Source: an optimization exercise on an open RTL-to-GDS flow (aim: small area and a short achievable clock period). Production flows keep margins and buffers that such runs may drop. Function was checked by simulation only, so behaviour that the tests miss may differ from the original. Power is estimated from default activity; no workload was simulated.

## flow/config.mk

```make
export PLATFORM = sky130hd
export DESIGN_NAME = processor_arm
export DESIGN_NICKNAME = processor_arm
export VERILOG_FILES = /design/flow/design.v
export SDC_FILE = /design/flow/constraint.sdc
export NUM_CORES = 4
export LEC_CHECK = 0
export ABC_CLOCK_PERIOD_IN_PS = 3000
export CAP_MARGIN = 20
export CORE_MARGIN = 2
export CORE_UTILIZATION = 45
export CTS_CLUSTER_DIAMETER = 100
export CTS_CLUSTER_SIZE = 30
export SETUP_SLACK_MARGIN = 5
export SLEW_MARGIN = 20
export SYNTH_HIERARCHICAL = 1
```

## flow/constraint.sdc

```tcl
create_clock -name core_clock -period 9.0 [get_ports {CLOCK_50}]
set_input_delay 1.8000 -clock core_clock [delete_from_list [all_inputs] [get_ports {CLOCK_50}]]
set_output_delay 1.8000 -clock core_clock [all_outputs]
set_load 0.01 [all_outputs]
```

## flow/design.v

```verilog
module rf_aoi3 (input  logic [2:0] s, d,
                output logic       y_n);
	assign y_n = ~|(s & d);
endmodule
module rf_aoi2 (input  logic [1:0] s, d,
                output logic       y_n);
	assign y_n = ~|(s & d);
endmodule
module rf_read (input  logic [30:0][61:0] regs,
                input  logic [63:0]       wd,
                input  logic [4:0]        ra,
                input  logic              byp, zero,
                output logic [63:0]       rd);
	logic [30:0] s;
	logic        sb;
	always_comb
		for (int i = 0; i < 31; i++)
			s[i] = ~zero & ~byp & (ra == i[4:0]);
	assign sb = ~zero & byp;
	for (genvar b = 0; b < 62; b++) begin : bit_
		logic [10:0] g_n;
		for (genvar k = 0; k < 10; k++) begin : grp
			rf_aoi3 u (.s(s[3*k +: 3]),
			           .d({regs[3*k+2][b], regs[3*k+1][b], regs[3*k][b]}),
			           .y_n(g_n[k]));
		end
		rf_aoi2 u10 (.s({sb, s[30]}), .d({wd[b], regs[30][b]}), .y_n(g_n[10]));
		assign rd[b] = ~&g_n;
	end
	assign rd[63:62] = {2{sb}} & wd[63:62];
endmodule
module regfile (input  logic        clk, we,
                input  logic [4:0]  wa,
                input  logic [63:0] wd,
                input  logic [4:0]  ra1, ra2,
                input  logic        byp1, byp2,
                input  logic        zero1, zero2,
                output logic [63:0] rd1, rd2);
	logic [30:0][61:0] regs;
	always_ff @(posedge clk)
		for (int i = 0; i < 31; i++)
			if (we && wa == i[4:0]) regs[i] <= wd[61:0];
	rf_read port1 (.regs(regs), .wd(wd), .ra(ra1), .byp(byp1), .zero(zero1), .rd(rd1));
	rf_read port2 (.regs(regs), .wd(wd), .ra(ra2), .byp(byp2), .zero(zero2), .rd(rd2));
endmodule
module processor_arm #(parameter N = 64)
							(input logic CLOCK_50, reset,
							input logic [31:0] IM_readData,
							input logic [N-1:0] DM_readData,
							output logic [N-1:0] IM_addr,
							output logic [N-1:0] DM_writeData, DM_addr,
							output logic DM_writeEnable, DM_readEnable);
	logic clk;
	assign clk = CLOCK_50;
	logic [63:0] pcF, tgtM;
	logic pcSrc;
	always_ff @(posedge clk)
		if (reset) pcF <= 64'd0;
		else if (pcSrc) pcF <= tgtM;
		else pcF <= pcF + 64'd4;
	assign IM_addr = pcF;
	logic [31:0] insF;
	logic [10:0] opF;
	logic isLDUR, isSTUR, isCBZ, isBC, isADD, isSUB, isAND, isORR, isADDS, isSUBS;
	logic isR, isMem, isBr, reg2loc;
	assign insF   = reset ? 32'd0 : IM_readData;
	assign opF    = insF[31:21];
	assign isLDUR = (opF == 11'b11111000010);
	assign isSTUR = (opF == 11'b11111000000);
	assign isCBZ  = (opF[10:3] == 8'b10110100);
	assign isBC   = (opF[10:3] == 8'b01010100);
	assign isADD  = (opF == 11'b10001011000);
	assign isSUB  = (opF == 11'b11001011000);
	assign isAND  = (opF == 11'b10001010000);
	assign isORR  = (opF == 11'b10101010000);
	assign isADDS = (opF == 11'b10101011000);
	assign isSUBS = (opF == 11'b11101011000);
	assign isR    = isADD | isSUB | isAND | isORR | isADDS | isSUBS;
	assign isMem  = isLDUR | isSTUR;
	assign isBr   = isCBZ | isBC;
	assign reg2loc = isSTUR | isBr;
	logic [1:0] aluF;
	assign aluF = (isSUB | isSUBS)        ? 2'b01 :
	              isAND                   ? 2'b10 :
	              (isORR | isBr)          ? 2'b11 : 2'b00;
	logic [18:0] offF;
	assign offF = isMem ? {{10{insF[20]}}, insF[20:12]} :
	              isBr  ? insF[23:5] : 19'd0;
	logic [63:0] wdW;
	logic [4:0]  rdW, rdM;
	logic        regWriteW, nzW, nzM;
	logic [4:0]  ra1F, ra2F;
	logic        nzWn, z1F, z2F, b1F, b2F;
	assign ra1F = insF[9:5];
	assign ra2F = reg2loc ? insF[4:0] : insF[20:16];
	assign nzWn = ~reset & nzM;
	assign z1F = (ra1F == 5'd31) | (~nzWn & (ra1F == 5'd0)) | isCBZ;
	assign z2F = (ra2F == 5'd31) | (~nzWn & (ra2F == 5'd0)) | isBC;
	assign b1F = nzWn & (rdM == ra1F);
	assign b2F = nzWn & (rdM == ra2F);
	logic [63:0] pcD;
	logic [18:0] offD;
	logic [4:0]  ra1D, ra2D, rdD;
	logic [1:0]  aluD;
	logic        z1D, z2D, b1D, b2D, memD, ldD, stD, brD, wfD, rwD;
	always_ff @(posedge clk) begin
		pcD  <= pcF;
		offD <= offF;
		ra1D <= ra1F;
		ra2D <= ra2F;
		rdD  <= insF[4:0];
		z1D  <= z1F;
		z2D  <= z2F;
		b1D  <= b1F & ~z1F;
		b2D  <= b2F & ~z2F;
		aluD <= aluF;
		memD <= isMem;
		ldD  <= isLDUR;
		stD  <= isSTUR;
		brD  <= isBr;
		wfD  <= isADDS | isSUBS;
		rwD  <= isLDUR | isR;
	end
	logic [63:0] tgtD;
	assign tgtD = pcD + {{43{offD[18]}}, offD, 2'b00};
	logic [63:0] rd1, rd2;
	regfile registers (.clk(clk), .we(regWriteW), .wa(rdW), .wd(wdW),
	                   .ra1(ra1D), .ra2(ra2D), .byp1(b1D), .byp2(b2D),
	                   .zero1(z1D), .zero2(z2D), .rd1(rd1), .rd2(rd2));
	logic [63:0] aE, r2E, tgtE;
	logic [8:0]  immE;
	logic [4:0]  rdE;
	logic [1:0]  aluE;
	logic        memE, regWriteE, memReadE, memWriteE, branchE, wfE, nzE;
	always_ff @(posedge clk) begin
		aE   <= rd1;
		r2E  <= rd2;
		tgtE <= tgtD;
		immE <= offD[8:0];
		rdE  <= rdD;
		aluE <= aluD;
		memE <= memD;
		if (reset) begin
			regWriteE <= 1'b0; memReadE <= 1'b0; memWriteE <= 1'b0;
			branchE <= 1'b0; wfE <= 1'b0; nzE <= 1'b0;
		end else begin
			regWriteE <= rwD;
			memReadE  <= ldD;
			memWriteE <= stD;
			branchE   <= brD;
			wfE       <= wfD;
			nzE       <= 1'b1;
		end
	end
	logic [63:0] bE, bxE, resE;
	logic [64:0] sumE;
	logic        subE, cE, vE, bzE;
	assign bE   = memE ? {{55{immE[8]}}, immE} : r2E;
	assign subE = (aluE == 2'b01);
	assign bxE  = subE ? ~bE : bE;
	assign sumE = {1'b0, aE} + {1'b0, bxE} + {64'd0, subE};
	always_comb
		case (aluE)
			2'b10:   resE = aE & bE;
			2'b11:   resE = aE | bE;
			default: resE = sumE[63:0];
		endcase
	assign cE  = sumE[64] ^ subE;
	assign vE  = ~(aE[63] ^ bE[63]) & (sumE[63] ^ aE[63]);
	assign bzE = branchE & ~|(aE | bE);
	logic [63:0] resM, wM;
	logic        vM, cM, regWriteM, memReadM, memWriteM, wfM, bzM;
	always_ff @(posedge clk) begin
		resM <= resE;
		wM   <= r2E;
		tgtM <= tgtE;
		rdM  <= rdE;
		vM   <= vE;
		cM   <= cE;
		if (reset) begin
			regWriteM <= 1'b0; memReadM <= 1'b0; memWriteM <= 1'b0;
			wfM <= 1'b0; bzM <= 1'b0; nzM <= 1'b0;
		end else begin
			regWriteM <= regWriteE;
			memReadM  <= memReadE;
			memWriteM <= memWriteE;
			wfM       <= wfE;
			bzM       <= bzE;
			nzM       <= nzE;
		end
	end
	assign DM_addr        = resM;
	assign DM_writeData   = wM;
	assign DM_writeEnable = memWriteM;
	assign DM_readEnable  = memReadM;
	logic zM, condM;
	assign zM = (resM == 64'd0);
	always_comb
		case (rdE)
			5'b00000: condM = vM;
			5'b00001: condM = ~vM;
			5'b00011: condM = 1'b1;
			5'b00100: condM = cM;
			5'b00101: condM = ~cM;
			5'b00110: condM = zM;
			5'b00111: condM = ~zM;
			5'b01001: condM = 1'b1;
			5'b01010: condM = (cM == zM);
			5'b01011: condM = (cM != zM);
			5'b01100: condM = ~vM & (cM == zM);
			5'b01101: condM = vM | (cM != zM);
			default:  condM = 1'b0;
		endcase
	logic wfW, condW;
	always_ff @(posedge clk) begin
		condW <= condM;
		if (reset) wfW <= 1'b0;
		else wfW <= wfM;
	end
	assign pcSrc = wfW ? condW : bzM;
	always_ff @(posedge clk) begin
		wdW <= memReadM ? DM_readData : resM;
		rdW <= rdM;
		if (reset) begin
			regWriteW <= 1'b0; nzW <= 1'b0;
		end else begin
			regWriteW <= regWriteM;
			nzW       <= nzM;
		end
	end
endmodule
```

## flow/run.sh

```bash
#!/bin/bash
# synth_recipe.tcl (not shown) runs the flow's synth.tcl, then flattens the netlist and writes it again
# the make line also repeats each setting of config.mk as NAME=value (left out here)
make -C /OpenROAD-flow-scripts/flow DESIGN_CONFIG=/design/flow/config.mk WORK_HOME=/design/flow/orfs CLKGATE_MAP_FILE= SYNTH_SCRIPT=/design/flow/synth_recipe.tcl finish
```

==> results of run 1 <==
[cells by family (layout without fill, tap and decap cells)]
logic type,Yosys count,after routing,synth area share
adder cells (fa/ha/maj),184,184,0.0213
AND/OR/NAND/NOR,1330,1333,0.0708
AO/OA/AOI/OAI,2047,2048,0.179
buffers and inverters,191,793,0.00771
other,0,19,0
multiplexers,82,82,0.00888
flip-flops,2588,2588,0.691
XOR/XNOR,247,247,0.0212
[where the power goes]
| part | internal [mW] | switching (mW) | total (mW) |
|---|---|---|---|
| Combinational | 1.04 | 1.80 | 2.84 |
| Sequential | 14.3 | 1.38 | 15.7 |
| Clock | 2.43 | 3.84 | 6.27 |
| Total | 17.8 | 7.02 | 24.8 |
[per-layer routing]
metal | track usage | part of all wire
met2 | 0.546 | 0.43
met4 | 0.238 | 0.080
met5 | 0.00145 | 0.00050
met1 | 0.463 | 0.34
met3 | 0.110 | 0.15
[through the flow]
step | area [µm²] | util
final | 116000 | 0.509
after CTS | 115000 | 0.508
after detailed placement | 112000 | 0.491
after global placement | 111000 | 0.490
after global routing | 116000 | 0.509
after floorplan | 103000 | -
[registers in the layout (all words and copies together), names as in the netlist, 9 cells and up]
register and count:
r2E 64, aE 64, tgtM 64, registers.regs 1922, wM 64, immE 9, pcD 64, offD 19
pcF 64, wdW 64, resM 64, tgtE 64
[placed cells by master (no fill, tap or decap), types with 12 or more instances in the layout]
cell type / n
nand4_1: 298
o21ai_0: 109
buf_4: 239
dfxtp_1: 636
nand2_1: 198
and2_1: 17
a211oi_1: 57
edfxtp_1: 1922
o21bai_1: 27
xnor2_1: 104
clkdlybuf4s50_1: 290
nor2_1: 161
clkbuf_1: 50
nor2b_1: 43
maj3_1: 53
nand3_1: 184
a222oi_1: 1240
diode_2: 19
dfxtp_2: 26
or3_1: 142
clkbuf_16: 111
nor4_1: 49
a21oi_1: 162
o21a_1: 12
a311oi_1: 13
xor2_1: 141
a31oi_1: 27
mux2_2: 69
nand2b_1: 28
inv_1: 42
nor3_1: 28
nor2_4: 32
nor3_4: 63
and3_1: 29
a21o_1: 142
a22oi_2: 124
buf_12: 16
o21ai_1: 40
ha_1: 118
[cell type report]
type	count	share of cell area
well taps	3009	0.0325
flip-flops and latches	2588	0.614
repair buffers	558	0.0457
diodes	19	0.000411
clock inverters	27	0.00346
multi-input cells	3894	0.276
clock buffers	164	0.0259
inverters	44	0.00147
[repair_timing]
action / 4_1_cts / 5_1_grt
cloned: 4 / 2
gates resized for setup: 46 / 43
setup endpoints to repair: 67 / 26
buffers inserted: 26 / 4
pin swaps: 8 / 13
[modules after synthesis (local to each module, per instance)]
module,flip-flops and latches,copies in the design
processor_arm,666,1
regfile,1922,1
rf_aoi2,0,124
rf_aoi3,0,1240
rf_read,0,2
[worst max path at each step]
stage / slack (ns) / endpoint / cells after the start
after detailed placement: 3.03 / resM[58] / 15
after global placement: 3.07 / resM[58] / 15
final: 4.98 / DM_addr[63] / 1
after CTS: 4.86 / resM[58] / 15
after global routing: 4.94 / vM / 17
after floorplan: 4.96 / registers.regs[744] / 2
==> impl_results.md, run 1 <==
- Crit end category: primary output
- Critical Path Source: resM[63]
- Max frequency: 249 MHz
- Seq. cell area: 0.0711 mm²
- Number of synthesized flops with an enable pin: 1922
- Largest area contributor in the netlist: edfxtp_1
- Post-Syn Nets: 6898
- RR Endpoint: resM[58]
- Multi-input logic area: 0.0320 mm²
- Slew @ Worst Pin: 1.20 ns
- Starting Density: 0.452
- DR DRC count: 0
- Data required time of the critical path: 7.20 ns
- Cell Count, Final, Fillers Out: 10300
- Worst ir drop on vdd: 0.173 mV
- Clock Path Buffers: 3
- IO buf count: 291
- Routability Congestion: 1.02
- Minimum clock period after layout: 4.02 ns
- Peak per-stage delay on the critical path: 0.73 ns
- Vias in the first global route: 74300
- Worst Hold End: tgtM[52]
- H-tree lvl count: 3
- Total CTS buffers: 104
- Largest net degree at the start of global routing: 84
- Slew margin rel.: 0.199
- Row count: 175
- Reg2reg start: memE
- Clk latency of the worst-skew pair: 0.86 ns
- Die area: 0.232 mm²
- Count leader, synth: edfxtp_1
- DR vias: 79000
- DP Wirelength: 258000 µm
- WP buf/inv: 1
- Avg Synthesized Cell Area: 15.4 µm²
- CTS tree: done
- Top Ports: 292
- Distinct cells, synth: 89
- Die H: 482 µm
- Clk slew on worst S/H paths: 0.11 ns
- Seq/Total Area, Yosys: 0.691
- Final ANT Viol Nets: 0
- Share of layout cells above drive strength 1: 0.111
- Setup_tns: 0 ns
- Aggregate routed wire length: 441000 µm
- Setup WS post-layout: 4.98 ns
- Wirelength per Cell: 42.8 µm
- Startpoint Class: flip-flop
- Flop2flop setup slack: 5.05 ns
- Final period util: 0.446
- Core Footprint: 0.227 mm²
- Final Power: 24.8 mW
- Fill count: 19000
- Largest delay share family, worst path: flip-flops
- Hold Crit Depth: 0
- Cell Chain, Critical Path: clkdlybuf4s50_1
- Reg2reg path depth: 15
- Synthesized flop and latch total: 2588
- HP Class: flip-flop to flip-flop
- WS Path Type: flip-flop to primary output
- Ranking of synthesized cells by area: edfxtp_1 (56%), dfxtp_1 (13%), a222oi_1 (12%)
- WP data arrival: 2.22 ns
- Final Setup Violations: 0
- Worst path slowest cell: dfxtp_1
- LEAKAGE: 38.4 nW
- Max Slew Vio Count: 0
- Overall Global Routing Usage: 0.366
- Final Hold Vio Count: 0
- Nets@finish: 7419
- # hold bufs at CTS: 0
- Synth async-reset ratio: 0
- Skew final: 0.0759 ns
- Hold path start: tgtE[52]
- Initial DRC count: 21900
- Power per Cell Area: 215 mW/mm²
- Post-synth top cells: edfxtp_1 (1922), a222oi_1 (1240), dfxtp_1 (666)
- RSZ-0062 raised after global routing: yes
- Outcome: no timing/DRC/antenna violations
- Crit path max fanout: 3
- DP Cell Count: 10100
- Via/cell ratio: 7.66
- Fin Hold WS: 0.323 ns
- Max-cap viol count: 0
- Detailed Routing Iterations Pass 1: 13
- Syn Inst Count: 6669
- Layout area overhead: 12.7%
- Global route overflow: 0
- Root buf cell: clkbuf_16
- Synth top area share: 0.562
- CTS Sinks: 2588
- Chip width: 482 µm
- First-pass GRT wire length: 592000 µm
- Synthesized cell area: 0.103 mm²
- Pre-CTS setup slack: 3.03 ns
- Initial antenna violation count: 39
- Most used DFF post-synth: edfxtp_1
- Yosys warns: 9
==> inputs of run 2 (changes only) <==
--- a/flow/design.v
+++ b/flow/design.v
@@ -63,7 +63,7 @@
 	logic [10:0] opF;
 	logic isLDUR, isSTUR, isCBZ, isBC, isADD, isSUB, isAND, isORR, isADDS, isSUBS;
 	logic isR, isMem, isBr, reg2loc;
-	assign insF   = reset ? 32'd0 : IM_readData;
+	assign insF   = IM_readData;
 	assign opF    = insF[31:21];
 	assign isLDUR = (opF == 11'b11111000010);
 	assign isSTUR = (opF == 11'b11111000000);
@@ -89,15 +89,21 @@
 	logic [63:0] wdW;
 	logic [4:0]  rdW, rdM;
 	logic        regWriteW, nzW, nzM;
-	logic [4:0]  ra1F, ra2F;
-	logic        nzWn, z1F, z2F, b1F, b2F;
+	logic [4:0]  ra1F, ra2F, raA, raB;
+	logic        nzWn, z1F, z2F, b1F, b2F, zA, zB, eqA, eqB;
 	assign ra1F = insF[9:5];
-	assign ra2F = reg2loc ? insF[4:0] : insF[20:16];
-	assign nzWn = ~reset & nzM;
+	assign raA  = insF[4:0];
+	assign raB  = insF[20:16];
+	assign ra2F = reg2loc ? raA : raB;
+	assign nzWn = nzM;
 	assign z1F = (ra1F == 5'd31) | (~nzWn & (ra1F == 5'd0)) | isCBZ;
-	assign z2F = (ra2F == 5'd31) | (~nzWn & (ra2F == 5'd0)) | isBC;
-	assign b1F = nzWn & (rdM == ra1F);
-	assign b2F = nzWn & (rdM == ra2F);
+	assign zA  = (raA == 5'd31) | (~nzWn & (raA == 5'd0));
+	assign zB  = (raB == 5'd31) | (~nzWn & (raB == 5'd0));
+	assign z2F = isBC | (reg2loc ? zA : zB);
+	assign eqA = (rdM == raA);
+	assign eqB = (rdM == raB);
+	assign b1F = nzWn & (rdM == ra1F) & ~z1F;
+	assign b2F = nzWn & (reg2loc ? eqA : eqB) & ~z2F;
 	logic [63:0] pcD;
 	logic [18:0] offD;
 	logic [4:0]  ra1D, ra2D, rdD;
@@ -108,18 +114,24 @@
 		offD <= offF;
 		ra1D <= ra1F;
 		ra2D <= ra2F;
-		rdD  <= insF[4:0];
-		z1D  <= z1F;
-		z2D  <= z2F;
-		b1D  <= b1F & ~z1F;
-		b2D  <= b2F & ~z2F;
 		aluD <= aluF;
-		memD <= isMem;
-		ldD  <= isLDUR;
-		stD  <= isSTUR;
-		brD  <= isBr;
-		wfD  <= isADDS | isSUBS;
-		rwD  <= isLDUR | isR;
+		if (reset) begin
+			rdD <= 5'd0;
+			z1D <= 1'b1; z2D <= 1'b1; b1D <= 1'b0; b2D <= 1'b0;
+			memD <= 1'b0; ldD <= 1'b0; stD <= 1'b0; brD <= 1'b0; wfD <= 1'b0; rwD <= 1'b0;
+		end else begin
+			rdD  <= insF[4:0];
+			z1D  <= z1F;
+			z2D  <= z2F;
+			b1D  <= b1F;
+			b2D  <= b2F;
+			memD <= isMem;
+			ldD  <= isLDUR;
+			stD  <= isSTUR;
+			brD  <= isBr;
+			wfD  <= isADDS | isSUBS;
+			rwD  <= isLDUR | isR;
+		end
 	end
 	logic [63:0] tgtD;
 	assign tgtD = pcD + {{43{offD[18]}}, offD, 2'b00};
@@ -127,19 +139,19 @@
 	regfile registers (.clk(clk), .we(regWriteW), .wa(rdW), .wd(wdW),
 	                   .ra1(ra1D), .ra2(ra2D), .byp1(b1D), .byp2(b2D),
 	                   .zero1(z1D), .zero2(z2D), .rd1(rd1), .rd2(rd2));
-	logic [63:0] aE, r2E, tgtE;
-	logic [8:0]  immE;
+	logic [63:0] bD;
+	assign bD = (memD ? {{55{offD[8]}}, offD[8:0]} : rd2) ^ {64{aluD == 2'b01}};
+	logic [63:0] aE, bE, wE, tgtE;
 	logic [4:0]  rdE;
 	logic [1:0]  aluE;
-	logic        memE, regWriteE, memReadE, memWriteE, branchE, wfE, nzE;
+	logic        regWriteE, memReadE, memWriteE, branchE, wfE, nzE;
 	always_ff @(posedge clk) begin
 		aE   <= rd1;
-		r2E  <= rd2;
+		bE   <= bD;
+		wE   <= rd2;
 		tgtE <= tgtD;
-		immE <= offD[8:0];
 		rdE  <= rdD;
 		aluE <= aluD;
-		memE <= memD;
 		if (reset) begin
 			regWriteE <= 1'b0; memReadE <= 1'b0; memWriteE <= 1'b0;
 			branchE <= 1'b0; wfE <= 1'b0; nzE <= 1'b0;
@@ -152,13 +164,11 @@
 			nzE       <= 1'b1;
 		end
 	end
-	logic [63:0] bE, bxE, resE;
+	logic [63:0] resE;
 	logic [64:0] sumE;
 	logic        subE, cE, vE, bzE;
-	assign bE   = memE ? {{55{immE[8]}}, immE} : r2E;
 	assign subE = (aluE == 2'b01);
-	assign bxE  = subE ? ~bE : bE;
-	assign sumE = {1'b0, aE} + {1'b0, bxE} + {64'd0, subE};
+	assign sumE = {1'b0, aE} + {1'b0, bE} + {64'd0, subE};
 	always_comb
 		case (aluE)
 			2'b10:   resE = aE & bE;
@@ -166,13 +176,13 @@
 			default: resE = sumE[63:0];
 		endcase
 	assign cE  = sumE[64] ^ subE;
-	assign vE  = ~(aE[63] ^ bE[63]) & (sumE[63] ^ aE[63]);
+	assign vE  = ~(aE[63] ^ bE[63] ^ subE) & (sumE[63] ^ aE[63]);
 	assign bzE = branchE & ~|(aE | bE);
 	logic [63:0] resM, wM;
 	logic        vM, cM, regWriteM, memReadM, memWriteM, wfM, bzM;
 	always_ff @(posedge clk) begin
 		resM <= resE;
-		wM   <= r2E;
+		wM   <= wE;
 		tgtM <= tgtE;
 		rdM  <= rdE;
 		vM   <= vE;
==> flow/flow/run.sh (new file) <==
#!/bin/bash
set -euo pipefail
bash standard.sh SETUP_SLACK_MARGIN=5.7 finish > standard.log 2>&1
==> flow/standard.sh (new file) <==
#!/bin/bash
# synth_recipe.tcl (not shown) runs the flow's synth.tcl, then flattens the netlist and writes it again
# the make line also repeats each setting of config.mk as NAME=value (left out here)
make -C /OpenROAD-flow-scripts/flow DESIGN_CONFIG=/design/flow/config.mk WORK_HOME=/design/flow/orfs CLKGATE_MAP_FILE= SYNTH_SCRIPT=/design/flow/synth_recipe.tcl "${@:-finish}"
--- a/flow/config.mk
+++ b/flow/config.mk
@@ -5,12 +5,10 @@
 export SDC_FILE = /design/flow/constraint.sdc
 export NUM_CORES = 4
 export LEC_CHECK = 0
-export ABC_CLOCK_PERIOD_IN_PS = 3000
 export CAP_MARGIN = 20
 export CORE_MARGIN = 2
 export CORE_UTILIZATION = 45
 export CTS_CLUSTER_DIAMETER = 100
 export CTS_CLUSTER_SIZE = 30
-export SETUP_SLACK_MARGIN = 5
 export SLEW_MARGIN = 20
 export SYNTH_HIERARCHICAL = 1
removed: flow/run.sh
==> run 2 against run 1 <==
Against the previous run:
- synthesized cell count rose by 3.2%
- core utilization is 0.67 points higher
- critical endpoint is now bE[32]
- register-to-register slack better by 0.54 ns
- die area up 2.0%
- largest power group unchanged
- total power fell by 2.1%
- count of clock-buffer cells in the layout grew 2
- global-route usage down 0.66 points
==> impl_results.md, run 2 <==
- Row count: 177
- H-tree lvl count: 3
- Post-synth top cells: edfxtp_1 (1922), a222oi_1 (1240), dfxtp_1 (720)
- Chip width: 487 µm
- Starting Density: 0.452
- Slew @ Worst Pin: 1.31 ns
- Commonest cells after routing, fill and taps aside: edfxtp_1 (1922), a222oi_1 (1240), dfxtp_1 (560), nand4_1 (310), buf_4 (305)
- Reg2reg start: z2D
- IO buf count: 291
- DR DRC count: 0
- CTS tree: done
- Clk slew on worst S/H paths: 0.11 ns
- Skew final: 0.0722 ns
- Via/cell ratio: 7.51
- RSZ-0062 raised after global routing: yes
- Syn Inst Count: 6885
- Root buf cell: clkbuf_16
- Max-cap viol count: 0
- Most used DFF post-synth: edfxtp_1
- Power per Cell Area: 203 mW/mm²
- HP Class: flip-flop to flip-flop
- Final ANT Viol Nets: 0
- Initial DRC count: 22300
- Number of synthesized flops with an enable pin: 1922
- Setup_tns: 0 ns
- Max frequency: 293 MHz
- Avg Synthesized Cell Area: 15.2 µm²
- Vias in the first global route: 75700
- Minimum clock period after layout: 3.41 ns
- Outcome: no timing/DRC/antenna violations
- Crit end category: flip-flop
- Post-Syn Nets: 7176
- Synthesized cell area: 0.105 mm²
- Detailed Routing Iterations Pass 1: 14
- Count leader, synth: edfxtp_1
- Hold path start: wE[57]
- Final Setup Violations: 0
- Total CTS buffers: 110
- Largest area contributor in the netlist: edfxtp_1
- Largest register FFs: 1922
- Flop2flop setup slack: 5.59 ns
- Clock Path Buffers: 3
- Clk latency of the worst-skew pair: 0.89 ns
- Nets@finish: 7820
- Pre-CTS setup slack: 4.39 ns
- DR vias: 80200
- Worst ir drop on vdd: 0.198 mV
- LEAKAGE: 40.2 nW
- Max Slew Vio Count: 0
- Die area: 0.237 mm²
- Top reg by flops: registers.regs
- WS Path Type: flip-flop to flip-flop
- Most common cell after layout, fill and taps aside: edfxtp_1
- Layout area overhead: 14.3%
- Core Footprint: 0.232 mm²
- Slew margin rel.: 0.129
- Final Hold Vio Count: 0
- Initial antenna violation count: 49
- DP Wirelength: 251000 µm
- Data required time of the critical path: 9.71 ns
- Largest net degree at the start of global routing: 86
- CTS Sinks: 2642
- Final Power: 24.3 mW
- Setup WS post-layout: 5.59 ns
- Crit path max fanout: 44
- Overall Global Routing Usage: 0.359
- Share of layout cells above drive strength 1: 0.170
- Aggregate routed wire length: 444000 µm
- Ranking of synthesized cells by area: edfxtp_1 (55%), dfxtp_1 (14%), a222oi_1 (12%)
- First-pass GRT wire length: 594000 µm
- Critical Path Source: z2D
- Top Ports: 292
- Yosys warns: 9
- Global route overflow: 0
- WP data arrival: 4.13 ns
- Final period util: 0.379
- Synthesized flop and latch total: 2642
- Seq/Total Area, Yosys: 0.688
- Startpoint Class: flip-flop
- Distinct cells, synth: 89
- Die H: 487 µm
- Synth async-reset ratio: 0
- Routability Congestion: 0.994
- Synth top area share: 0.551
- Wirelength per Cell: 41.5 µm
[run 2: changes by cell type in the layout (fill, tap and decap cells not counted), sizes merged, moves of 21 or more]
cell,change
buf,+203
a21oi,+39
xnor2,+54
nor4,-21
clkdlybuf4s50,-201
xor2,-55
dfxtp,+54
clkdlybuf4s15,+69
maj3,-53
inv,+143
ha,+61
dlygate4sd2,+37
a21o,-57
o211ai,+51
[run 2: cell type report]
class / count / area, µm²
Clock buffer: 166 / 3040
Sequential cell: 2642 / 72600
Inverter: 180 / 678
Fill cell: 19300 / 112000
Antenna cell: 17 / 42.5
Tap cell: 3043 / 3810
Timing Repair Buffer: 683 / 6080
Clock inverter: 39 / 593
Multi-Input combinational cell: 3912 / 32900
[run 2: power breakdown]
group	internal, mW	switching, mW
Combinational	0.842	1.72
Sequential	14.3	0.912
Clock	2.56	4.02
Total	17.7	6.65
[run 2: final timing paths]
kind,endpoint,depth (start not counted)
worst max-delay path,bE[32],9
worst min-delay path,wM[57],0
worst max register to register,bE[32],9
worst min register to register,wM[57],0
[run 2: cell families (layout without fill, tap and decap cells)]
group	count (synthesis)	after routing	synth area share
AO/OA/AOI/OAI	2088	2089	0.178
XOR/XNOR	245	245	0.0205
adder cells (fa/ha/maj)	193	193	0.0233
buffers and inverters	332	1068	0.0127
flip-flops	2642	2642	0.688
multiplexers	89	89	0.00936
other	0	17	0
AND/OR/NAND/NOR	1296	1296	0.0679
[run 2: stage by stage]
step / util / hold slack [ns] / instances / cell area (µm²)
after global placement: 0.490 / 0.310 / 10300 / 114000
after CTS: 0.513 / 0.333 / 10600 / 119000
after detailed placement: 0.490 / 0.312 / 10300 / 114000
after global routing: 0.516 / 0.338 / 10700 / 120000
after floorplan: - / 0.310 / 6885 / 105000
final: 0.516 / 0.335 / 10700 / 120000
[run 2: timing repair]
item                       4_1_cts  5_1_grt
setup buffers                  128       26
hold buffers                     0        0
setup endpoints to repair      543      166
pin swaps                       22       22
resized for setup              892      158
gates cloned                     1        0
[run 2: per-layer routing]
| layer | track usage | up-vias | part of all wire |
|---|---|---|---|
| met5 | 0.0167 | - | 0.0015 |
| met4 | 0.206 | 29 | 0.068 |
| met3 | 0.142 | 1516 | 0.17 |
| met2 | 0.520 | 7664 | 0.42 |
| met1 | 0.455 | 39500 | 0.34 |
| li1 | - | 31500 | - |
[run 2: worst max-delay path: stages (launching register included)]
cell and delay, ns:
dfxtp_1 0.36, or3_1 0.37, clkbuf_8 0.25, nor3_4 0.22
buf_4 1.00, a222oi_1 0.23, nand4_1 0.18, or3_1 0.37
a21oi_2 0.10, xnor2_1 0.16
[run 2: modules after synthesis (local to each module, per instance)]
module | cells | area (µm²) | flip-flops and latches
regfile | 1968 | 57900 | 1922
processor_arm | 2949 | 29100 | 720
rf_read | 302 | 1880 | 0
rf_aoi2 | 1 | 12.5 | 0
rf_aoi3 | 1 | 10.0 | 0
==> inputs of run 3 (changes only) <==
--- a/flow/design.v
+++ b/flow/design.v
@@ -1,3 +1,40 @@
+module pg_black (input  logic gh, ph, gl, pl,
+                 output logic g, p);
+	assign g = gh | (ph & gl);
+	assign p = ph & pl;
+endmodule
+module pg_gray (input  logic gh, ph, gl,
+                output logic g);
+	assign g = gh | (ph & gl);
+endmodule
+module adder #(parameter N = 64)
+					(input  logic [N-1:0] a, b,
+					 output logic [N-1:0] y,
+					 output logic         cout);
+	localparam L = 6;    
+	logic [N-1:0] g [0:L];
+	logic [N-1:0] p [0:L];
+	logic [N-1:0] hp;
+	assign hp   = a ^ b;
+	assign g[0] = a & b;
+	assign p[0] = hp;
+	for (genvar l = 0; l < L; l++) begin : lvl
+		for (genvar i = 0; i < N; i++) begin : bit_
+			if (i >= (2 << l)) begin : blk
+				pg_black c (.gh(g[l][i]), .ph(p[l][i]), .gl(g[l][i - (1 << l)]), .pl(p[l][i - (1 << l)]),
+				            .g(g[l+1][i]), .p(p[l+1][i]));
+			end else if (i >= (1 << l)) begin : gry
+				pg_gray c (.gh(g[l][i]), .ph(p[l][i]), .gl(g[l][i - (1 << l)]), .g(g[l+1][i]));
+				assign p[l+1][i] = 1'b0;
+			end else begin : pas
+				assign g[l+1][i] = g[l][i];
+				assign p[l+1][i] = 1'b0;
+			end
+		end
+	end
+	assign y    = hp ^ {g[L][N-2:0], 1'b0};
+	assign cout = g[L][N-1];
+endmodule
 module rf_aoi3 (input  logic [2:0] s, d,
                 output logic       y_n);
 	assign y_n = ~|(s & d);
@@ -133,23 +170,31 @@
 			rwD  <= isLDUR | isR;
 		end
 	end
-	logic [63:0] tgtD;
-	assign tgtD = pcD + {{43{offD[18]}}, offD, 2'b00};
+	logic [19:0] tgtLoD;
+	logic [1:0]  tgtAdjD;
+	assign tgtLoD  = {1'b0, pcD[20:2]} + {1'b0, offD};
+	assign tgtAdjD = {~tgtLoD[19] & offD[18], tgtLoD[19] ^ offD[18]};
 	logic [63:0] rd1, rd2;
 	regfile registers (.clk(clk), .we(regWriteW), .wa(rdW), .wd(wdW),
 	                   .ra1(ra1D), .ra2(ra2D), .byp1(b1D), .byp2(b2D),
 	                   .zero1(z1D), .zero2(z2D), .rd1(rd1), .rd2(rd2));
-	logic [63:0] bD;
-	assign bD = (memD ? {{55{offD[8]}}, offD[8:0]} : rd2) ^ {64{aluD == 2'b01}};
-	logic [63:0] aE, bE, wE, tgtE;
+	logic [63:0] aD, bD;
+	assign aD = rd1 ^ {64{aluD == 2'b01}};
+	assign bD = memD ? {{55{offD[8]}}, offD[8:0]} : rd2;
+	logic [63:0] aE, bE, wE;
+	logic [42:0] pcHiE;
+	logic [20:0] tgtLoE;
+	logic [1:0]  tgtAdjE;
 	logic [4:0]  rdE;
 	logic [1:0]  aluE;
 	logic        regWriteE, memReadE, memWriteE, branchE, wfE, nzE;
 	always_ff @(posedge clk) begin
-		aE   <= rd1;
+		aE   <= aD;
 		bE   <= bD;
 		wE   <= rd2;
-		tgtE <= tgtD;
+		pcHiE   <= pcD[63:21];
+		tgtLoE  <= {tgtLoD[18:0], pcD[1:0]};
+		tgtAdjE <= tgtAdjD;
 		rdE  <= rdD;
 		aluE <= aluD;
 		if (reset) begin
@@ -164,24 +209,45 @@
 			nzE       <= 1'b1;
 		end
 	end
+	logic [63:0] tgtE;
+	logic [42:0] allOne [0:6];
+	logic [42:0] allZero [0:6];
+	assign allOne[0]  = {pcHiE[41:0], 1'b1};
+	assign allZero[0] = {~pcHiE[41:0], 1'b1};
+	for (genvar l = 0; l < 6; l++) begin : pfx
+		for (genvar i = 0; i < 43; i++) begin : b_
+			if (i >= (1 << l)) begin : m
+				assign allOne[l+1][i]  = allOne[l][i] & allOne[l][i - (1 << l)];
+				assign allZero[l+1][i] = allZero[l][i] & allZero[l][i - (1 << l)];
+			end else begin : k
+				assign allOne[l+1][i]  = allOne[l][i];
+				assign allZero[l+1][i] = allZero[l][i];
+			end
+		end
+	end
+	assign tgtE = {pcHiE ^ ({43{tgtAdjE[0] & ~tgtAdjE[1]}} & allOne[6] |
+	                        {43{tgtAdjE[0] &  tgtAdjE[1]}} & allZero[6]), tgtLoE};
 	logic [63:0] resE;
 	logic [64:0] sumE;
 	logic        subE, cE, vE, bzE;
+	logic [64:0] sE;
 	assign subE = (aluE == 2'b01);
-	assign sumE = {1'b0, aE} + {1'b0, bE} + {64'd0, subE};
+	adder #(64) alu_add (.a(aE), .b(bE), .y(sE[63:0]), .cout(sE[64]));
+	assign sumE = {sE[64], sE[63:0] ^ {64{subE}}};
 	always_comb
 		case (aluE)
 			2'b10:   resE = aE & bE;
 			2'b11:   resE = aE | bE;
 			default: resE = sumE[63:0];
 		endcase
-	assign cE  = sumE[64] ^ subE;
-	assign vE  = ~(aE[63] ^ bE[63] ^ subE) & (sumE[63] ^ aE[63]);
+	assign cE  = sumE[64];
+	assign vE  = ~(aE[63] ^ subE ^ bE[63]) & (sumE[63] ^ aE[63] ^ subE);
 	assign bzE = branchE & ~|(aE | bE);
-	logic [63:0] resM, wM;
+	logic [63:0] resM, addrM, wM;
 	logic        vM, cM, regWriteM, memReadM, memWriteM, wfM, bzM;
 	always_ff @(posedge clk) begin
 		resM <= resE;
+		addrM <= resE & {64{memReadE | memWriteE}};
 		wM   <= wE;
 		tgtM <= tgtE;
 		rdM  <= rdE;
@@ -199,7 +265,7 @@
 			nzM       <= nzE;
 		end
 	end
-	assign DM_addr        = resM;
+	assign DM_addr        = addrM;
 	assign DM_writeData   = wM;
 	assign DM_writeEnable = memWriteM;
 	assign DM_readEnable  = memReadM;
==> flow/flow/run.sh (replaced) <==
#!/bin/bash
set -euo pipefail
bash standard.sh \
  'BUFFER_PORTS_ARGS=-inputs -outputs -buffer_cell sky130_fd_sc_hd__buf_2' \
  SETUP_SLACK_MARGIN=5.9 \
  finish > standard.log 2>&1
==> flow/config.mk (replaced) <==
export PLATFORM = sky130hd
export DESIGN_NAME = processor_arm
export DESIGN_NICKNAME = processor_arm
export VERILOG_FILES = /design/flow/design.v
export SDC_FILE = /design/flow/constraint.sdc
export NUM_CORES = 4
export LEC_CHECK = 0
export CAP_MARGIN = 10
export CORE_MARGIN = 2
export CORE_UTILIZATION = 52
export CTS_CLUSTER_DIAMETER = 100
export CTS_CLUSTER_SIZE = 30
export PLACE_DENSITY = 0.62
export SLEW_MARGIN = 10
export SYNTH_HIERARCHICAL = 1
==> run 3 against run 2 <==
Against the previous run:
- synthesized cell count grew 0.42%
- critical path type is now flip-flop to primary output
- critical path depth down 8
- non-clock buffer count decreased by 39
- global-route usage is 6.5 points higher
- still clean on timing, DRC and antenna
==> impl_results.md, run 3 <==
- Data required time of the critical path: 7.20 ns
- Minimum clock period after layout: 3.21 ns
- First-pass GRT wire length: 612000 µm
- IO buf count: 291
- Syn Inst Count: 6914
- Wirelength per Cell: 44.6 µm
- Share of layout cells above drive strength 1: 0.185
- Worst ir drop on vdd: 0.237 mV
- Synthesized cell area: 0.106 mm²
- Setup_tns: 0 ns
- WS Path Type: flip-flop to primary output
- Largest delay share family, worst path: flip-flops
- CTS Sinks: 2708
- Total CTS buffers: 104
- Yosys warns: 16
- HP Class: flip-flop to flip-flop
- Final Setup Violations: 0
- Max frequency: 311 MHz
- Aggregate routed wire length: 460000 µm
- DP Wirelength: 262000 µm
- Setup WS post-layout: 5.79 ns
- Via/cell ratio: 7.97
- Outcome: no timing/DRC/antenna violations
- Power per Cell Area: 202 mW/mm²
- CTS tree: done
- Critical Path Source: memReadM
- Peak per-stage delay on the critical path: 0.45 ns
- Commonest cells after routing, fill and taps aside: edfxtp_1 (1922), a222oi_1 (1240), dfxtp_1 (554), a21o_1 (324), nand4_1 (285)
- Distinct cells, synth: 78
- WP data arrival: 1.41 ns
- Hold path start: wE[4]
- DR DRC count: 0
- Largest net degree at the start of global routing: 79
- Nets@finish: 7721
- DP Cell Count: 9992
- Detailed Routing Iterations Pass 1: 15
- Root buf cell: clkbuf_16
- Final period util: 0.357
- RSZ-0062 raised after global routing: yes
- Skew final: 0.0491 ns
- Max-cap viol count: 0
- Post-Syn Nets: 7098
- H-tree lvl count: 3
- Cell Count, Final, Fillers Out: 10300
- Seq/Total Area, Yosys: 0.691
- Chip width: 456 µm
- Crit path max fanout: 2
- Pre-CTS setup slack: 4.43 ns
- Ranking of synthesized cells by area: edfxtp_1 (54%), dfxtp_1 (15%), a222oi_1 (12%)
- Clock Path Buffers: 3
- Largest area contributor in the netlist: edfxtp_1
- Clk latency of the worst-skew pair: 0.85 ns
- Cell Chain, Critical Path: buf_6
- Initial antenna violation count: 31
- Slew @ Worst Pin: 1.30 ns
- Max Slew Vio Count: 0
- Fin util: 0.591
- Reg2reg start: regWriteW
- Final Cell Area: 0.120 mm²
- Routability Congestion: 1.08
- Final ANT Viol Nets: 0
- DR vias: 82200
- Clk slew on worst S/H paths: 0.12 ns
- Core Footprint: 0.203 mm²
- Overall Global Routing Usage: 0.424
- Row count: 165
- Die H: 456 µm
- Most used DFF post-synth: edfxtp_1
- Crit end category: primary output
- Top reg by flops: registers.regs
- Die area: 0.208 mm²
- Layout area overhead: 12.7%
- Worst path slowest cell: dfxtp_4
- Number of synthesized flops with an enable pin: 1922
- Top Ports: 292
- Fill count: 15800
- Most common cell after layout, fill and taps aside: edfxtp_1
- Global route overflow: 0
- Starting Density: 0.525
- Post-synth top cells: edfxtp_1 (1922), a222oi_1 (1240), dfxtp_1 (786)
- LEAKAGE: 42.6 nW
- Avg Synthesized Cell Area: 15.4 µm²
- Synth top area share: 0.543
- Slew margin rel.: 0.133
- Final Hold Vio Count: 0
- Synth async-reset ratio: 0
- Count leader, synth: edfxtp_1
- Vias in the first global route: 77000
- Largest register FFs: 1922
- Synthesized flop and latch total: 2708
- Initial DRC count: 24500
- Startpoint Class: flip-flop
- Area post-placement: 0.113 mm²
- WP buf/inv: 1
==> run 3: cell count changes after synthesis, moves of 62 or more <==
cell / delta
nor2_1: -72
o22ai_1: +62
nand2_1: -138
ha_1: -105
dfxtp_1: +66
inv_1: -99
and2_1: +250
a21oi_1: -94
a21o_1: +251
==> run 3: Yosys stat by module, one instance, submodules excluded, excerpt <==
module | copies in the design | flip-flops and latches
processor_arm | 1 | 786
pg_gray | 63 | 0
rf_aoi2 | 124 | 0
pg_black | 258 | 0
rf_read | 2 | 0
regfile | 1 | 1922
==> run 3: kinds of logic (layout without fill, tap and decap cells) <==
family	after synthesis	after routing	share of synthesized area
XOR/XNOR	314	314	0.0259
buffers and inverters	209	916	0.00809
other	0	21	0
adder cells (fa/ha/maj)	86	86	0.0102
AND/OR/NAND/NOR	1327	1327	0.0744
AO/OA/AOI/OAI	2186	2187	0.182
flip-flops	2708	2708	0.691
multiplexers	84	84	0.00879
==> run 3: power by group <==
part,total [mW],switching [mW],internal [mW]
clock,6.32,3.87,2.45
sequential,15.5,0.959,14.6
combinational,2.33,1.55,0.776
==> run 3: timing repair <==
item                                    CTS  global route
endpoints found under the hold margin     0             0
pin swaps                                29            20
endpoints found under the setup margin  681           423
resized for setup                       514           210
hold buffers                              0             0
buffers inserted                         89            20
cloned                                    1             1
==> run 3: metal layers <==
layer | GRT usage | share of wire
met1 | 0.537 | 0.33
met2 | 0.608 | 0.42
met3 | 0.167 | 0.17
met4 | 0.267 | 0.079
met5 | 0.0106 | 0.00093
==> run 3: layout make-up <==
cell class | instances | area [µm²] | area share
Clock buffer | 173 | 2980 | 0.0248
Inverter | 81 | 304 | 0.00254
Clock inverter | 18 | 297 | 0.00247
Sequential cell | 2708 | 74000 | 0.617
Antenna cell | 21 | 52.6 | 0.000438
Tap cell | 2672 | 3340 | 0.0279
Multi-Input combinational cell | 3998 | 33400 | 0.279
Timing Repair Buffer | 644 | 5570 | 0.0465
==> run 3: final timing paths <==
path	slack [ns]	end	depth (start not counted)
hold reg to reg	0.33	wM[4]	0
hold / removal	0.33	wM[4]	0
setup reg to reg	5.79	registers.regs[1830]	4
setup / recovery	5.79	DM_readEnable	1
==> run 3: metrics by stage <==
| stage | hold slack, ns | total power, mW |
|---|---|---|
| 4_1_cts | 0.334 | 24.0 |
| 3_3_place_gp | 0.310 | 17.8 |
| 5_1_grt | 0.337 | 24.7 |
| 2_1_floorplan | 0.310 | 16.5 |
| 6_report | 0.334 | 24.2 |
| 3_5_place_dp | 0.312 | 17.9 |
==> inputs of run 4 (changes only) <==
--- a/flow/design.v
+++ b/flow/design.v
@@ -7,33 +7,50 @@
                 output logic g);
 	assign g = gh | (ph & gl);
 endmodule
-module adder #(parameter N = 64)
-					(input  logic [N-1:0] a, b,
-					 output logic [N-1:0] y,
-					 output logic         cout);
-	localparam L = 6;    
-	logic [N-1:0] g [0:L];
-	logic [N-1:0] p [0:L];
-	logic [N-1:0] hp;
+module adder (input  logic [63:0] a, b,
+              output logic [63:0] y,
+              output logic        cout);
+	logic [63:0] g [0:6];
+	logic [63:0] p [0:6];
+	logic [63:0] hp, cy;
 	assign hp   = a ^ b;
 	assign g[0] = a & b;
 	assign p[0] = hp;
-	for (genvar l = 0; l < L; l++) begin : lvl
-		for (genvar i = 0; i < N; i++) begin : bit_
-			if (i >= (2 << l)) begin : blk
-				pg_black c (.gh(g[l][i]), .ph(p[l][i]), .gl(g[l][i - (1 << l)]), .pl(p[l][i - (1 << l)]),
-				            .g(g[l+1][i]), .p(p[l+1][i]));
-			end else if (i >= (1 << l)) begin : gry
-				pg_gray c (.gh(g[l][i]), .ph(p[l][i]), .gl(g[l][i - (1 << l)]), .g(g[l+1][i]));
-				assign p[l+1][i] = 1'b0;
-			end else begin : pas
-				assign g[l+1][i] = g[l][i];
-				assign p[l+1][i] = 1'b0;
+	for (genvar i = 0; i < 64; i++) begin : s1
+		if (i % 2 == 0) begin : ev
+			assign g[1][i] = g[0][i];
+			assign p[1][i] = p[0][i];
+		end else if (i == 1) begin : gry
+			pg_gray c (.gh(g[0][i]), .ph(p[0][i]), .gl(g[0][i-1]), .g(g[1][i]));
+			assign p[1][i] = 1'b0;
+		end else begin : blk
+			pg_black c (.gh(g[0][i]), .ph(p[0][i]), .gl(g[0][i-1]), .pl(p[0][i-1]),
+			            .g(g[1][i]), .p(p[1][i]));
+		end
+	end
+	for (genvar k = 1; k < 6; k++) begin : ks
+		for (genvar i = 0; i < 64; i++) begin : b_
+			if (i % 2 == 0 || i < (1 << k) + 1) begin : pas
+				assign g[k+1][i] = g[k][i];
+				assign p[k+1][i] = p[k][i];
+			end else if (i <= (2 << k) - 1) begin : gry
+				pg_gray c (.gh(g[k][i]), .ph(p[k][i]), .gl(g[k][i - (1 << k)]), .g(g[k+1][i]));
+				assign p[k+1][i] = 1'b0;
+			end else begin : blk
+				pg_black c (.gh(g[k][i]), .ph(p[k][i]), .gl(g[k][i - (1 << k)]), .pl(p[k][i - (1 << k)]),
+				            .g(g[k+1][i]), .p(p[k+1][i]));
 			end
 		end
 	end
-	assign y    = hp ^ {g[L][N-2:0], 1'b0};
-	assign cout = g[L][N-1];
+	for (genvar i = 0; i < 64; i++) begin : s7
+		if (i % 2 == 1 || i == 0) begin : od
+			assign cy[i] = g[6][i];
+		end else begin : ev
+			pg_gray c (.gh(g[6][i]), .ph(p[6][i]), .gl(g[6][i-1]), .g(cy[i]));
+		end
+	end
+	assign y    = hp ^ {cy[62:0], 1'b0};
+	assign cout = cy[63];
 endmodule
 module rf_aoi3 (input  logic [2:0] s, d,
                 output logic       y_n);
@@ -188,6 +205,7 @@
 	logic [4:0]  rdE;
 	logic [1:0]  aluE;
 	logic        regWriteE, memReadE, memWriteE, branchE, wfE, nzE;
+	logic        ldSelE;
 	always_ff @(posedge clk) begin
 		aE   <= aD;
 		bE   <= bD;
@@ -197,6 +215,7 @@
 		tgtAdjE <= tgtAdjD;
 		rdE  <= rdD;
 		aluE <= aluD;
+		ldSelE <= ldD;
 		if (reset) begin
 			regWriteE <= 1'b0; memReadE <= 1'b0; memWriteE <= 1'b0;
 			branchE <= 1'b0; wfE <= 1'b0; nzE <= 1'b0;
@@ -232,7 +251,7 @@
 	logic        subE, cE, vE, bzE;
 	logic [64:0] sE;
 	assign subE = (aluE == 2'b01);
-	adder #(64) alu_add (.a(aE), .b(bE), .y(sE[63:0]), .cout(sE[64]));
+	adder alu_add (.a(aE), .b(bE), .y(sE[63:0]), .cout(sE[64]));
 	assign sumE = {sE[64], sE[63:0] ^ {64{subE}}};
 	always_comb
 		case (aluE)
@@ -244,13 +263,14 @@
 	assign vE  = ~(aE[63] ^ subE ^ bE[63]) & (sumE[63] ^ aE[63] ^ subE);
 	assign bzE = branchE & ~|(aE | bE);
 	logic [63:0] resM, addrM, wM;
-	logic        vM, cM, regWriteM, memReadM, memWriteM, wfM, bzM;
+	logic        vM, cM, regWriteM, memReadM, memWriteM, wfM, bzM, ldSelM;
 	always_ff @(posedge clk) begin
 		resM <= resE;
 		addrM <= resE & {64{memReadE | memWriteE}};
 		wM   <= wE;
 		tgtM <= tgtE;
 		rdM  <= rdE;
+		ldSelM <= ldSelE;
 		vM   <= vE;
 		cM   <= cE;
 		if (reset) begin
@@ -295,7 +315,7 @@
 	end
 	assign pcSrc = wfW ? condW : bzM;
 	always_ff @(posedge clk) begin
-		wdW <= memReadM ? DM_readData : resM;
+		wdW <= ldSelM ? DM_readData : resM;
 		rdW <= rdM;
 		if (reset) begin
 			regWriteW <= 1'b0; nzW <= 1'b0;
--- a/flow/config.mk
+++ b/flow/config.mk
@@ -8,8 +8,8 @@
 export CAP_MARGIN = 10
 export CORE_MARGIN = 2
 export CORE_UTILIZATION = 52
-export CTS_CLUSTER_DIAMETER = 100
-export CTS_CLUSTER_SIZE = 30
+export CTS_CLUSTER_DIAMETER = 80
+export CTS_CLUSTER_SIZE = 26
 export PLACE_DENSITY = 0.62
 export SLEW_MARGIN = 10
 export SYNTH_HIERARCHICAL = 1
==> run 4 against run 3 <==
Against the previous run:
- non-clock buffer count did not move
- global-route usage fell by 0.86 points
- synthesized cell count fell by 3.6%
- wire length fell by 3.5%
- largest cell class unchanged
- sequential power barely moved
- fmax fell by 1.7%
- worst hold slack got worse by 0.0040 ns
- core utilization rose by 0.57 points
- still clean
- via count fell by 2.2%
- critical path depth did not move
- critical endpoint is now DM_addr[63]
- sequential share of layout area rose by 0.26 points
==> impl_results.md, run 4 <==
- Initial antenna violation count: 33
- Largest register FFs: 1922
- Largest area contributor in the netlist: edfxtp_1
- Die H: 453 µm
- Ranking of synthesized cells by area: edfxtp_1 (55%), dfxtp_1 (15%), a222oi_1 (12%)
- Crit end category: primary output
- Combinational Power Share: 0.093
- Synth top area share: 0.551
- DR DRC count: 0
- Skew final: 0.0499 ns
- DR vias: 80400
- Clock share of power: 0.290
- CTS tree: done
- Startpoint Class: flip-flop
- Wirelength per Cell: 44.0 µm
- Share of layout cells above drive strength 1: 0.200
- Via/cell ratio: 7.97
- Final ANT Viol Nets: 0
- Yosys warns: 16
- Routability Congestion: 1.02
- Final Setup Violations: 0
- Syn Inst Count: 6663
- Largest delay share family, worst path: flip-flops
- # hold bufs at CTS: 0
- Final Hold Vio Count: 0
- Power per Cell Area: 210 mW/mm²
- Row count: 164
- CTS Sinks: 2710
- Post-synth top cells: edfxtp_1 (1922), a222oi_1 (1240), dfxtp_1 (788)
- Die area: 0.205 mm²
- RSZ-0062 raised after global routing: yes
- Count leader, synth: edfxtp_1
- Clk latency of the worst-skew pair: 0.86 ns
- Net switching power: 6.58 mW
- H-tree lvl count: 4
- DP Wirelength: 252000 µm
- Worst ir drop on vdd: 0.289 mV
- Largest net degree at the start of global routing: 89
- Max frequency: 306 MHz
- Pre-CTS setup slack: 5.11 ns
- Sequential power share: 0.617
- Core Footprint: 0.200 mm²
- Most used DFF post-synth: edfxtp_1
- WP buf/inv: 1
- Root buf cell: clkbuf_16
- Starting Density: 0.524
- Fill count: 15200
- Cell Chain, Critical Path: buf_6
- Outcome: no timing/DRC/antenna violations
- Overall Global Routing Usage: 0.416
- Layout area overhead: 14.0%
- Commonest cells after routing, fill and taps aside: edfxtp_1 (1922), a222oi_1 (1240), dfxtp_1 (558), nand4_1 (283), buf_4 (254)
- Synthesized flop and latch total: 2710
- Vias in the first global route: 75100
- Cell-internal power: 18.5 mW
- Synth async-reset ratio: 0
- Nets@finish: 7497
- Minimum clock period after layout: 3.27 ns
- Seq/Total Area, Yosys: 0.701
- Crit path max fanout: 1
- Max Slew Vio Count: 0
- Global route overflow: 0
- Slew margin rel.: 0.0473
- Slew @ Worst Pin: 1.43 ns
- Peak per-stage delay on the critical path: 0.49 ns
- Final period util: 0.363
- Top reg by flops: registers.regs
- Data required time of the critical path: 7.20 ns
- Sw Ratio: 0.263
- Max-cap viol count: 0
- Post-Syn Nets: 6847
- Number of synthesized flops with an enable pin: 1922
- Total CTS buffers: 133
- Clk slew on worst S/H paths: 0.11 ns
- Worst path slowest cell: dfxtp_4
- IO buf count: 291
- Synthesized cell area: 0.105 mm²
- LEAKAGE: 41.6 nW
- Chip width: 453 µm
- WS Path Type: flip-flop to primary output
- HP Class: flip-flop to flip-flop
- Avg Synthesized Cell Area: 15.7 µm²
- Distinct cells, synth: 89
- Clock Path Buffers: 3
- First-pass GRT wire length: 591000 µm
- Aggregate routed wire length: 444000 µm
- Setup WS post-layout: 5.73 ns
- Top Ports: 292
- Initial DRC count: 25000
- Most common cell after layout, fill and taps aside: edfxtp_1
- Detailed Routing Iterations Pass 1: 17
- Setup_tns: 0 ns
- WP data arrival: 1.47 ns
## run 4: cell types whose count changed after synthesis, sizes merged, moves of 9 or more
cell	previous run	this run
o21a	45	64
nor2b	42	23
a21oi	118	102
nand3	167	157
nand2	71	81
and3	13	23
and2	270	141
a21o	336	205
o21ai	181	166
buf	19	28
a211oi	22	35
nor2	112	128
## run 4: logic make-up after synthesis
| kind of cell | count (synthesis) | synth area share |
|---|---|---|
| buffers and inverters | 207 | 0.00848 |
| XOR/XNOR | 313 | 0.0262 |
| AO/OA/AOI/OAI | 2062 | 0.177 |
| AND/OR/NAND/NOR | 1200 | 0.0682 |
| flip-flops | 2710 | 0.701 |
| adder cells (fa/ha/maj) | 86 | 0.0103 |
| multiplexers | 85 | 0.00906 |
## run 4: power by group through the flow
stage / Combinational [mW] / Sequential [mW] / Clock (mW)
floorplan: 0.882 / 15.5 / 0
global placement: 2.08 / 15.6 / 0
detailed placement: 2.11 / 15.7 / 0
CTS: 2.19 / 15.4 / 7.26
global route: 2.40 / 15.5 / 7.67
finish: 2.32 / 15.5 / 7.27
## run 4: cell type report
type                    instances  area, µm²  share of cell area
clock buffers                 197       3730              0.0312
inverters                      75        282             0.00236
well taps                    2656       3320              0.0278
multi-input cells            3749      31800               0.266
flip-flops and latches       2710      74000               0.619
repair buffers                644       5720              0.0479
clock inverters                47        586             0.00490
diodes                         11       27.5            0.000230
## run 4: through the flow
stage	utilization	hold slack (ns)	total power, mW	cells	instance area (µm²)
after floorplan	-	0.310	16.4	6663	105000
after global placement	0.558	0.310	17.7	9712	112000
after detailed placement	0.558	0.312	17.8	9712	112000
after CTS	0.592	0.321	24.8	10100	118000
after global routing	0.597	0.324	25.6	10100	119000
final	0.597	0.330	25.0	10100	119000
## run 4: final timing paths
path | cells after the start | end | slack (ns) | startpoint
max | 1 | DM_addr[63] | 5.73 | addrM[63]
min | 0 | rdE[4] | 0.33 | rdD[4]
max reg2reg | 5 | registers.regs[877] | 5.80 | regWriteW
min reg2reg | 0 | rdE[4] | 0.33 | rdD[4]
## run 4: Yosys stat by module (local to each module, per instance)
module | cell area (µm²) | cells inside | times used
rf_aoi2 | 12.5 | 1 | 124
pg_black | 13.8 | 2 | 129
processor_arm | 25500 | 2278 | 1
rf_read | 1880 | 302 | 2
regfile | 57900 | 1968 | 1
pg_gray | 7.51 | 1 | 63
adder | 1360 | 128 | 1
rf_aoi3 | 10.0 | 1 | 1240
## run 4: timing repair
item / CTS / global route
endpoints found under the hold margin: 0 / 0
gates resized for setup: 487 / 237
buffers inserted: 94 / 20
endpoints found under the setup margin: 655 / 515
gates cloned: 3 / 4
pin swaps: 30 / 19
## run 4: routing by layer
metal  GRT usage  wire length (µm)  up-vias  share of wire
met1       0.526            146000    39200           0.33
met5     0.00350               422        -        0.00095
met4       0.282             38400       32          0.086
met3       0.165             77300     1956           0.17
met2       0.586            182000     8433           0.41
li1            -                 -    30800              -

## afterwards: timing with drivers on the ports
How much do the figures lean on ideal ports? The routed layouts below were timed once more, with nothing changed but the port constraints.
Step 1: set_driving_cell puts a clkbuf_16 on CLOCK_50 and a buf_2 on each other input, an assumption about the parent block.
Step 2 adds t to the input delays and takes it off the output delays; t is the mean of the earliest and latest rising clock arrival at the registers after step 1. Input paths then give back, and output paths get back, about the clock's delay inside the block.
Three values: no drivers, after step 1, after step 2; two values: the first two.
run | shift t [ns] | setup slack, ns | worst hold slack (ns) | latest minus earliest clock arrival (ns) | worst data-port slew with drivers (ns)
run 1 | 0.913 | 4.982 / 4.890 / 4.291 | 0.323 / 0.323 / 0.323 | 0.076 / 0.076 | 0.08
run 2 | 0.936 | 5.586 / 5.586 / 4.893 | 0.335 / 0.335 / 0.335 | 0.098 / 0.098 | 0.06
run 3 | 0.923 | 5.787 / 5.696 / 5.057 | 0.334 / 0.334 / 0.334 | 0.054 / 0.054 | 0.09
run 4 | 0.939 | 5.731 / 5.632 / 5.167 | 0.330 / 0.330 / 0.330 | 0.053 / 0.054 | 0.04
After both steps every run listed still meets setup and hold. The setup slack of run 3, which loses most, moves by -0.091 ns with the drivers and by -0.730 ns with both steps.
